What follows belongs to an exercise in optimizing a design on an open flow for small area, a short achievable clock period and few clock cycles; a production flow would make more cautious choices. In this exercise RTL edits were held to simulation tests only and were not proved equivalent to the original. No activity file was given, so power comes from the tool's default toggle rates.

==> flow/design.v <==
`timescale 1ns/1ps
module betterNeighborsInMyCluster(clock, nrst, start, address, wr_en, data_in, MY_CLUSTER_ID, mybest, besthop, bestvalue, bestneighborID, nextsinks, data_out, done);
	input clock, nrst, start;
	input [15:0] data_in, MY_CLUSTER_ID;
	input [15:0] mybest;
	output done, wr_en;
	output [15:0] address, data_out;
	output [15:0] besthop, bestneighborID, nextsinks;
	output [15:0] bestvalue;
	localparam HB = 5;            
	localparam NB = 1 << HB;
	localparam [10:0] A_NID = 11'h024, A_KSC = 11'h344, A_NC = 11'h345, A_CNT = 11'h346;
	localparam [6:0] P0 = 7'h24;  
	localparam [5:0] J0 = 6'h04;  
	localparam [6:0] C0 = 7'h34;  
	localparam [1:0] T_NID = 2'd0, T_CID = 2'd1, T_BAT = 2'd2, T_QV = 2'd3;
	localparam IDLE = 0, NC = 1, SNK = 2, CID = 3, QV = 4, BAT = 5, WR = 6, HCM = 7,
	           RNID = 8, RCID = 9, VS = 10, CNT = 11, BW = 12, BN = 13, DONE = 14, NS = 15;
	reg [NS-1:0] st;
	reg [10:0] waddr;
	reg wr_en_r, done_r;
	reg [5:0] jlast;              
	reg [6:0] plast;              
	reg [6:0] p;                  
	reg [5:0] jp;                 
	reg [6:0] cp;                 
	reg [NB-1:0] bitmap;
	reg [15:0] qreg;
	reg [6:0] hop, sinks;
	reg [15:0] bval;
	reg [15:0] acc, accc, sr, hm;
	reg mci;
	reg [2:0] mph;                
	reg [6:0] mh;                 
	function lt16;
		input [15:0] a, b;
		reg [15:0] g, e;
		reg [7:0] g1, e1;
		reg [3:0] g2, e2;
		reg [1:0] g3, e3;
		integer i;
		begin
			g = ~a & b;
			e = ~(a ^ b);
			for (i = 0; i < 8; i = i + 1) begin
				g1[i] = g[2*i+1] | (e[2*i+1] & g[2*i]);
				e1[i] = e[2*i+1] & e[2*i];
			end
			for (i = 0; i < 4; i = i + 1) begin
				g2[i] = g1[2*i+1] | (e1[2*i+1] & g1[2*i]);
				e2[i] = e1[2*i+1] & e1[2*i];
			end
			for (i = 0; i < 2; i = i + 1) begin
				g3[i] = g2[2*i+1] | (e2[2*i+1] & g2[2*i]);
				e3[i] = e2[2*i+1] & e2[2*i];
			end
			lt16 = g3[1] | (e3[1] & g3[0]);
		end
	endfunction
	function [15:0] add16;
		input [15:0] a, b;
		input ci;
		reg [15:0] p, g, G, P, G2, P2;
		integer i, l, q;
		begin
			p = a ^ b;
			g = a & b;
			g[0] = g[0] | (p[0] & ci);
			G = g; P = p;
			for (l = 0; l < 4; l = l + 1) begin
				G2 = G; P2 = P;
				for (i = 0; i < 16; i = i + 1)
					if ((i >> l) & 1) begin
						q = ((i >> l) << l) - 1;
						G2[i] = G[i] | (P[i] & G[q]);
						P2[i] = P[i] & P[q];
					end
				G = G2; P = P2;
			end
			add16 = p ^ {G[14:0], ci};
		end
	endfunction
	function [10:0] tab;
		input [1:0] t;
		input [6:0] q;
		tab = {2'b00, {2'b00, q[6]} + {1'b0, t}, q[5:0]};
	endfunction
	wire eq = (data_in == MY_CLUSTER_ID);
	wire better = ~lt16(mybest, data_in);
	wire match = (data_in == qreg);
	reg bhit;
	integer bi;
	always @* begin
		bhit = 1'b0;
		for (bi = 0; bi < NB; bi = bi + 1)
			bhit = bhit | (bitmap[bi] & (data_in[HB-1:0] == bi));
	end
	wire [9:0] th;
	assign th[0] = data_in >= 16'd1;
	assign th[1] = data_in >= 16'd3277;
	assign th[2] = data_in >= 16'd6554;
	assign th[3] = data_in >= 16'd9831;
	assign th[4] = data_in >= 16'd13108;
	assign th[5] = data_in >= 16'd16385;
	assign th[6] = data_in >= 16'd19661;
	assign th[7] = data_in >= 16'd22938;
	assign th[8] = data_in >= 16'd26215;
	assign th[9] = data_in >= 16'd29492;
	wire [3:0] k4;
	assign k4[3] = th[3];
	assign k4[2] = ~th[3] | th[7];
	assign k4[1] = (th[1] & ~th[3]) | (th[5] & ~th[7]) | th[9];
	assign k4[0] = (th[0] & ~th[1]) | (th[2] & ~th[3]) | (th[4] & ~th[5]) | (th[6] & ~th[7]) | (th[8] & ~th[9]);
	wire [19:0] r0 = sr[0] ? {4'd0, hm} : 20'd0;
	wire [19:0] r1 = sr[1] ? {3'd0, hm, 1'd0} : 20'd0;
	wire [19:0] r2 = sr[2] ? {2'd0, hm, 2'd0} : 20'd0;
	wire [19:0] r3 = sr[3] ? {1'd0, hm, 3'd0} : 20'd0;
	wire [19:0] oa = {4'd0, acc}, oc = {4'd0, accc};
	wire [19:0] s1 = oa ^ oc ^ r0;
	wire [19:0] c1 = {((oa & oc) | (oa & r0) | (oc & r0)), mci};
	wire [19:0] t1 = r1 ^ r2 ^ r3;
	wire [19:0] d1 = {((r1 & r2) | (r1 & r3) | (r2 & r3)), 1'b0};
	wire [19:0] s2 = s1 ^ c1 ^ t1;
	wire [19:0] c2 = {((s1 & c1) | (s1 & t1) | (c1 & t1)), 1'b0};
	wire [19:0] s3 = s2 ^ c2 ^ d1;
	wire [19:0] c3 = {((s2 & c2) | (s2 & d1) | (c2 & d1)), 1'b0};
	wire [4:0] mlow = {1'b0, s3[3:0]} + {1'b0, c3[3:0]};
	wire [15:0] afin = add16(acc, accc, mci);
	wire [15:0] mval = {afin[12:0], sr[15:13]};
	wire mfree = (mph == 3'd0);
	wire plastf = (p == plast);
	wire first = (p == P0);
	wire jend = (jp == jlast);
	wire [6:0] pinc = p + 7'd1;
	wire [6:0] pdec = p - 7'd1;
	wire [6:0] mcur = p - P0;
	reg [NS-1:0] tn, fn;
	reg [10:0] ta, fa;
	reg [6:0] tp, fp;
	always @* begin
		tn = {NS{1'b0}}; fn = {NS{1'b0}};
		ta = waddr; fa = waddr; tp = p; fp = p;
		if (st[CID] | st[QV] | st[WR]) begin
			if (plastf) begin
				fn[RNID] = 1'b1; fa = tab(T_NID, p);
			end else begin
				fn[CID] = 1'b1; fa = tab(T_CID, pinc); fp = pinc;
			end
		end
		if (st[RNID] | st[RCID] | (st[VS] & jend)) begin
			if (first) begin
				fn[BW] = 1'b1; fa = A_CNT;
			end else begin
				fn[RNID] = 1'b1; fa = tab(T_NID, pdec); fp = pdec;
			end
		end
		if (st[IDLE]) begin
			tn[NC] = 1'b1; ta = A_NC;
			fn[IDLE] = 1'b1; fa = A_KSC;
		end
		if (st[NC]) begin
			fn[SNK] = 1'b1; fa = {5'd0, J0};
		end
		if (st[SNK]) begin
			if (jend) begin
				fn[CID] = 1'b1; fa = tab(T_CID, P0); fp = P0;
			end else begin
				fn[SNK] = 1'b1; fa = {5'd0, jp + 6'd1};
			end
		end
		if (st[CID]) begin
			tn[QV] = 1'b1; ta = tab(T_QV, p);
		end
		if (st[QV]) begin
			tn[BAT] = 1'b1; ta = tab(T_BAT, p);
		end
		if (st[BAT]) begin
			fn[HCM] = 1'b1; fa = {7'h32, k4};
		end
		if (st[HCM]) begin
			fn = {NS{1'b0}};
			fn[WR] = 1'b1; fa = {4'h6, cp}; fp = p;
		end
		if (st[RNID]) begin
			tn[RCID] = 1'b1; ta = tab(T_CID, p);
		end
		if (st[RCID]) begin
			tn[VS] = 1'b1; ta = {5'd0, J0};
		end
		if (st[VS]) begin
			tn[BW] = 1'b1; ta = A_CNT;
			if (!jend) begin
				fn[VS] = 1'b1; fa = {5'd0, jp + 6'd1};
			end
		end
		if (st[BW]) begin
			fn[mfree ? CNT : BW] = 1'b1; fa = A_CNT;
		end
		if (st[CNT]) begin
			fn[BN] = 1'b1; fa = A_NID + {4'd0, hop};
		end
		if (st[BN] | st[DONE]) begin
			fn[DONE] = 1'b1;
		end
	end
	wire cond = (st[IDLE] & start) | ((st[CID] | st[RCID]) & eq) | (st[QV] & better) |
	            (st[RNID] & bhit) | (st[VS] & match);
	always @(posedge clock) begin
		if (!nrst) begin
			st <= {{(NS-1){1'b0}}, 1'b1};
			waddr <= A_KSC;
			wr_en_r <= 1'b0;
			done_r <= 1'b0;
			mph <= 3'd0;
		end else begin
			st <= cond ? tn : fn;
			waddr <= cond ? ta : fa;
			wr_en_r <= fn[WR] | fn[CNT];
			if (st[BN]) done_r <= 1'b1;
			if (st[HCM]) mph <= 3'd1;
			else if (mph == 3'd5) mph <= 3'd0;
			else if (mph != 3'd0) mph <= mph + 3'd1;
		end
		p <= cond ? tp : fp;
		if (st[IDLE]) begin
			bval <= 16'hFFFE; hop <= 7'd65; sinks <= 7'd65; cp <= C0;
			jlast <= data_in[5:0] + (J0 - 6'd1);
		end
		bitmap <= st[IDLE] ? {NB{1'b0}} : (bitmap | (st[SNK] ? ({{(NB-1){1'b0}}, 1'b1} << data_in[HB-1:0]) : {NB{1'b0}}));
		if (st[NC]) plast <= data_in[6:0] + (P0 - 7'd1);
		if (st[NC] | st[RCID]) jp <= J0;
		if (st[SNK] | st[VS]) jp <= jp + 6'd1;
		if (st[RNID] | st[BN]) qreg <= data_in;
		if (st[QV]) qreg <= data_in;
		if (st[WR]) cp <= cp + 7'd1;
		if (st[VS] & match) sinks <= mcur;
		if (st[HCM]) begin
			hm <= data_in;
			mh <= mcur;
			acc <= 16'd0;
			accc <= 16'd0;
			mci <= 1'b0;
			sr <= qreg;
		end else begin
			acc <= s3[19:4];
			accc <= c3[19:4];
			mci <= mlow[4];
			sr <= {mlow[3:0], sr[15:4]};
		end
		if (mph == 3'd5 && lt16(mval, bval)) begin
			bval <= mval;
			hop <= mh;
		end
		if (st[BW] & mfree) mh <= cp - C0;
	end
	assign address = {4'd0, waddr, 1'b0};
	assign wr_en = wr_en_r;
	assign data_out = {9'd0, mh};
	assign done = done_r;
	assign besthop = {9'd0, hop};
	assign nextsinks = {9'd0, sinks};
	assign bestvalue = bval;
	assign bestneighborID = qreg;
endmodule
export LEC_CHECK = 0
export CAP_MARGIN = 20
export CORE_MARGIN = 2
export CORE_UTILIZATION = 40
export SLEW_MARGIN = 20
create_clock -name core_clock -period 11.0 [get_ports {clock}]
standard.sh (not shown) runs the stock make flow with config.mk's settings and CLKGATE_MAP_FILE= SYNTH_SCRIPT=/design/flow/synth_recipe.tcl, a recipe that flattens the netlist after the stock synthesis.
==> flow/flow/run.sh <==
#!/bin/bash
# The standard layout; timing repair aims at a tighter setup margin and the port buffers
# are plain buffers. The make output goes to flow_make.log, each ORFS step to its own log under orfs/logs.
set -o pipefail
bash standard.sh SETUP_SLACK_MARGIN=8.0 "BUFFER_PORTS_ARGS=-buffer_cell sky130_fd_sc_hd__buf_2" "CTS_BUF_LIST=sky130_fd_sc_hd__clkbuf_4 sky130_fd_sc_hd__clkbuf_8" CTS_CLUSTER_SIZE=16 CTS_CLUSTER_DIAMETER=60 finish 2>&1 | tee flow_make.log
Testbench counts at the start, summed over its fixed seeds: cycles 49,321.
Rerun with:
==> flow/flow/run.sh (replaced) <==
#!/bin/bash
# The standard layout; timing repair aims at a tighter setup margin and the port buffers
# are plain buffers. The make output goes to flow_make.log, each ORFS step to its own log under orfs/logs.
set -o pipefail
bash standard.sh SETUP_SLACK_MARGIN=7.5 "BUFFER_PORTS_ARGS=-buffer_cell sky130_fd_sc_hd__buf_2" "CTS_BUF_LIST=sky130_fd_sc_hd__clkbuf_4 sky130_fd_sc_hd__clkbuf_8" CTS_CLUSTER_SIZE=16 CTS_CLUSTER_DIAMETER=60 CORE_UTILIZATION=60 PLACE_DENSITY=0.75 finish 2>&1 | tee flow_make.log
- area after synthesis is unchanged
- die area falls by a quarter to a third
- sequential cell count does not change
- via count falls by a few percent
- synthesized cell count is unchanged
- routed wire length falls by roughly a tenth
- register-to-register slack gets better by 0.08 ns
- core utilization rises by 18 points
Rerun with:
==> flow/flow/run.sh (replaced) <==
#!/bin/bash
# The standard layout; timing repair aims at a tighter setup margin and the port buffers
# are plain buffers. The make output goes to flow_make.log, each ORFS step to its own log under orfs/logs.
set -o pipefail
bash standard.sh SETUP_SLACK_MARGIN=7.5 "BUFFER_PORTS_ARGS=-buffer_cell sky130_fd_sc_hd__buf_2" "CTS_BUF_LIST=sky130_fd_sc_hd__clkbuf_4 sky130_fd_sc_hd__clkbuf_8" CTS_CLUSTER_SIZE=16 CTS_CLUSTER_DIAMETER=60 finish 2>&1 | tee flow_make.log
Outcome:
- utilization shrinks by 22 points
- design area grows by 2.4%
- power grows by 1.1%
- first-iteration DRC count shrinks by 8.0%
- area after synthesis stays the same
- setup slack degrades by 0.032 ns
- clock skew shrinks by 0.013 ns
Rerun with:
==> flow/flow/run.sh (replaced) <==
#!/bin/bash
# The standard layout; timing repair aims at a tighter setup margin and the port buffers
# are plain buffers. The make output goes to flow_make.log, each ORFS step to its own log under orfs/logs.
set -o pipefail
bash standard.sh SETUP_SLACK_MARGIN=7.5 "BUFFER_PORTS_ARGS=-buffer_cell sky130_fd_sc_hd__buf_2" "CTS_BUF_LIST=sky130_fd_sc_hd__clkbuf_4 sky130_fd_sc_hd__clkbuf_8" CTS_CLUSTER_SIZE=16 CTS_CLUSTER_DIAMETER=60 CORE_UTILIZATION=50 PLACE_DENSITY=0.70 finish 2>&1 | tee flow_make.log
Routed wire length decreases by 1.8%.
Total power decreases by 4.3%.
Worst setup slack is about the same.
Die area decreases by 20%.
Flip-flop and latch count is unchanged.
Maximum frequency hardly moves.

// betterNeighborsInMyCluster: RTL as listed in full above, without the edits since
==> flow/config.mk <==
export PLATFORM = sky130hd
export DESIGN_NAME = betterNeighborsInMyCluster
export DESIGN_NICKNAME = betterNeighborsInMyCluster
export VERILOG_FILES = /design/flow/design.v
export SDC_FILE = /design/flow/constraint.sdc
export NUM_CORES = 4
export LEC_CHECK = 0
export CAP_MARGIN = 20
export CORE_MARGIN = 2
export CORE_UTILIZATION = 40
export SLEW_MARGIN = 20
==> flow/constraint.sdc <==
create_clock -name core_clock -period 11.0 [get_ports {clock}]
set_input_delay 2.2000 -clock core_clock [delete_from_list [all_inputs] [get_ports {clock}]]
set_output_delay 2.2000 -clock core_clock [all_outputs]
set_load 0.01 [all_outputs]
==> flow/flow/run.sh <==
#!/bin/bash
# The standard layout; timing repair aims at a tighter setup margin and the port buffers
# are plain buffers. The make output goes to flow_make.log, each ORFS step to its own log under orfs/logs.
set -o pipefail
bash standard.sh SETUP_SLACK_MARGIN=7.5 "BUFFER_PORTS_ARGS=-buffer_cell sky130_fd_sc_hd__buf_2"  finish 2>&1 | tee flow_make.log
The first run finished with timing, DRC and antenna clean.
Testbench counts at the start, summed over its fixed seeds: cycles 49,321.
Change:
--- a/flow/flow/run.sh
+++ b/flow/flow/run.sh
@@ -5 +5 @@
-bash standard.sh SETUP_SLACK_MARGIN=7.5 "BUFFER_PORTS_ARGS=-buffer_cell sky130_fd_sc_hd__buf_2"  finish 2>&1 | tee flow_make.log
+bash standard.sh SETUP_SLACK_MARGIN=7.5 "BUFFER_PORTS_ARGS=-buffer_cell sky130_fd_sc_hd__buf_2" "CTS_BUF_LIST=sky130_fd_sc_hd__clkbuf_4 sky130_fd_sc_hd__clkbuf_8" CTS_CLUSTER_SIZE=16 CTS_CLUSTER_DIAMETER=60 CORE_UTILIZATION=60 PLACE_DENSITY=0.75 ABC_AREA=1 finish 2>&1 | tee flow_make.log
The new run finished with timing, DRC and antenna clean.
Hold slack is worse by 0.017 ns.
Area after synthesis increases by 3.6%.
Sequential share of layout area decreases by 0.30 points.
Worst setup slack is better by 0.18 ns.
Change:
==> flow/flow/run.sh (replaced) <==
#!/bin/bash
# The standard layout; timing repair aims at a tighter setup margin and the port buffers
# are plain buffers. The make output goes to flow_make.log, each ORFS step to its own log under orfs/logs.
set -o pipefail
bash standard.sh SETUP_SLACK_MARGIN=7.5 "BUFFER_PORTS_ARGS=-buffer_cell sky130_fd_sc_hd__buf_4" finish 2>&1 | tee flow_make.log
=> The changed run completed without violations. Critical path depth is lower by 6. Cell area rises by 1.4%. Area after synthesis goes down by 3.5%. Global-route usage drops by 9.4 points. Die area rises by 43%. Total power shrinks by 4.4%. Clock skew shrinks by 0.020 ns. Final cell count goes down by 10%.
Change:
--- a/flow/flow/run.sh
+++ b/flow/flow/run.sh
@@ -5 +5 @@
-bash standard.sh SETUP_SLACK_MARGIN=7.5 "BUFFER_PORTS_ARGS=-buffer_cell sky130_fd_sc_hd__buf_4" finish 2>&1 | tee flow_make.log
+bash standard.sh SETUP_SLACK_MARGIN=7.5 "BUFFER_PORTS_ARGS=-buffer_cell sky130_fd_sc_hd__buf_2" "CTS_BUF_LIST=sky130_fd_sc_hd__clkbuf_4 sky130_fd_sc_hd__clkbuf_8" CTS_CLUSTER_SIZE=16 CTS_CLUSTER_DIAMETER=60 CORE_UTILIZATION=70 PLACE_DENSITY=0.85 finish 2>&1 | tee flow_make.log
Result: The changed run went through all stages and came out clean. Sequential share of layout area is higher by 1.8 points. Synthesized area is unchanged. Count of clock-buffer cells in the layout went down by 7. Routed wire length rises by 6.6%. Sequential power stays flat. Cell count decreases by 11%. Critical path depth rose by 6. Hold slack improved by 0.016 ns. Combinational power is higher by about 10%. Clock skew goes up by 0.0069 ns.

what the ideal ports hide:
How much do the figures lean on ideal ports? The routed layouts below were timed once more, with nothing changed but the port constraints.
Step 1, drivers: a clkbuf_16 drives clock and a buf_2 each remaining input, both assumed.
Step 2 times the ports against the registers' clock, not the clock port: input delays grow and output delays shrink by t, the midpoint of the rising clock arrivals with the driver on.
Three values: no drivers, after step 1, after step 2; two values: the first two.
run | shift t [ns] | setup slack, ns | slew at the worst register clock pin (ns) | worst data-port slew with drivers (ns)
the first run of note 1 | 0.590 | 6.945 / 6.929 / 6.339 | 0.11 / 0.11 | 0.15
the second run of note 1 | 0.577 | 7.075 / 7.054 / 6.477 | 0.11 / 0.11 | 0.08
the third run of note 1 | 0.595 | 7.043 / 7.032 / 6.437 | 0.11 / 0.11 | 0.08
the fourth run of note 1 | 0.576 | 7.044 / 7.029 / 6.453 | 0.11 / 0.11 | 0.08
the first run of note 2 | 0.575 | 7.009 / 7.002 / 6.427 | 0.06 / 0.06 | 0.08
the second run of note 2 | 0.577 | 7.192 / 7.172 / 6.595 | 0.11 / 0.11 | 0.07
the third run of note 2 | 0.575 | 7.042 / 7.008 / 6.433 | 0.06 / 0.06 | 0.12
the fourth run of note 2 | 0.570 | 6.528 / 6.528 / 6.358 | 0.11 / 0.11 | 0.12
After both steps every run listed still meets setup and hold. For the third run of note 2, which loses most, drivers alone change the setup slack by -0.034 ns; drivers and shift together by -0.609 ns.
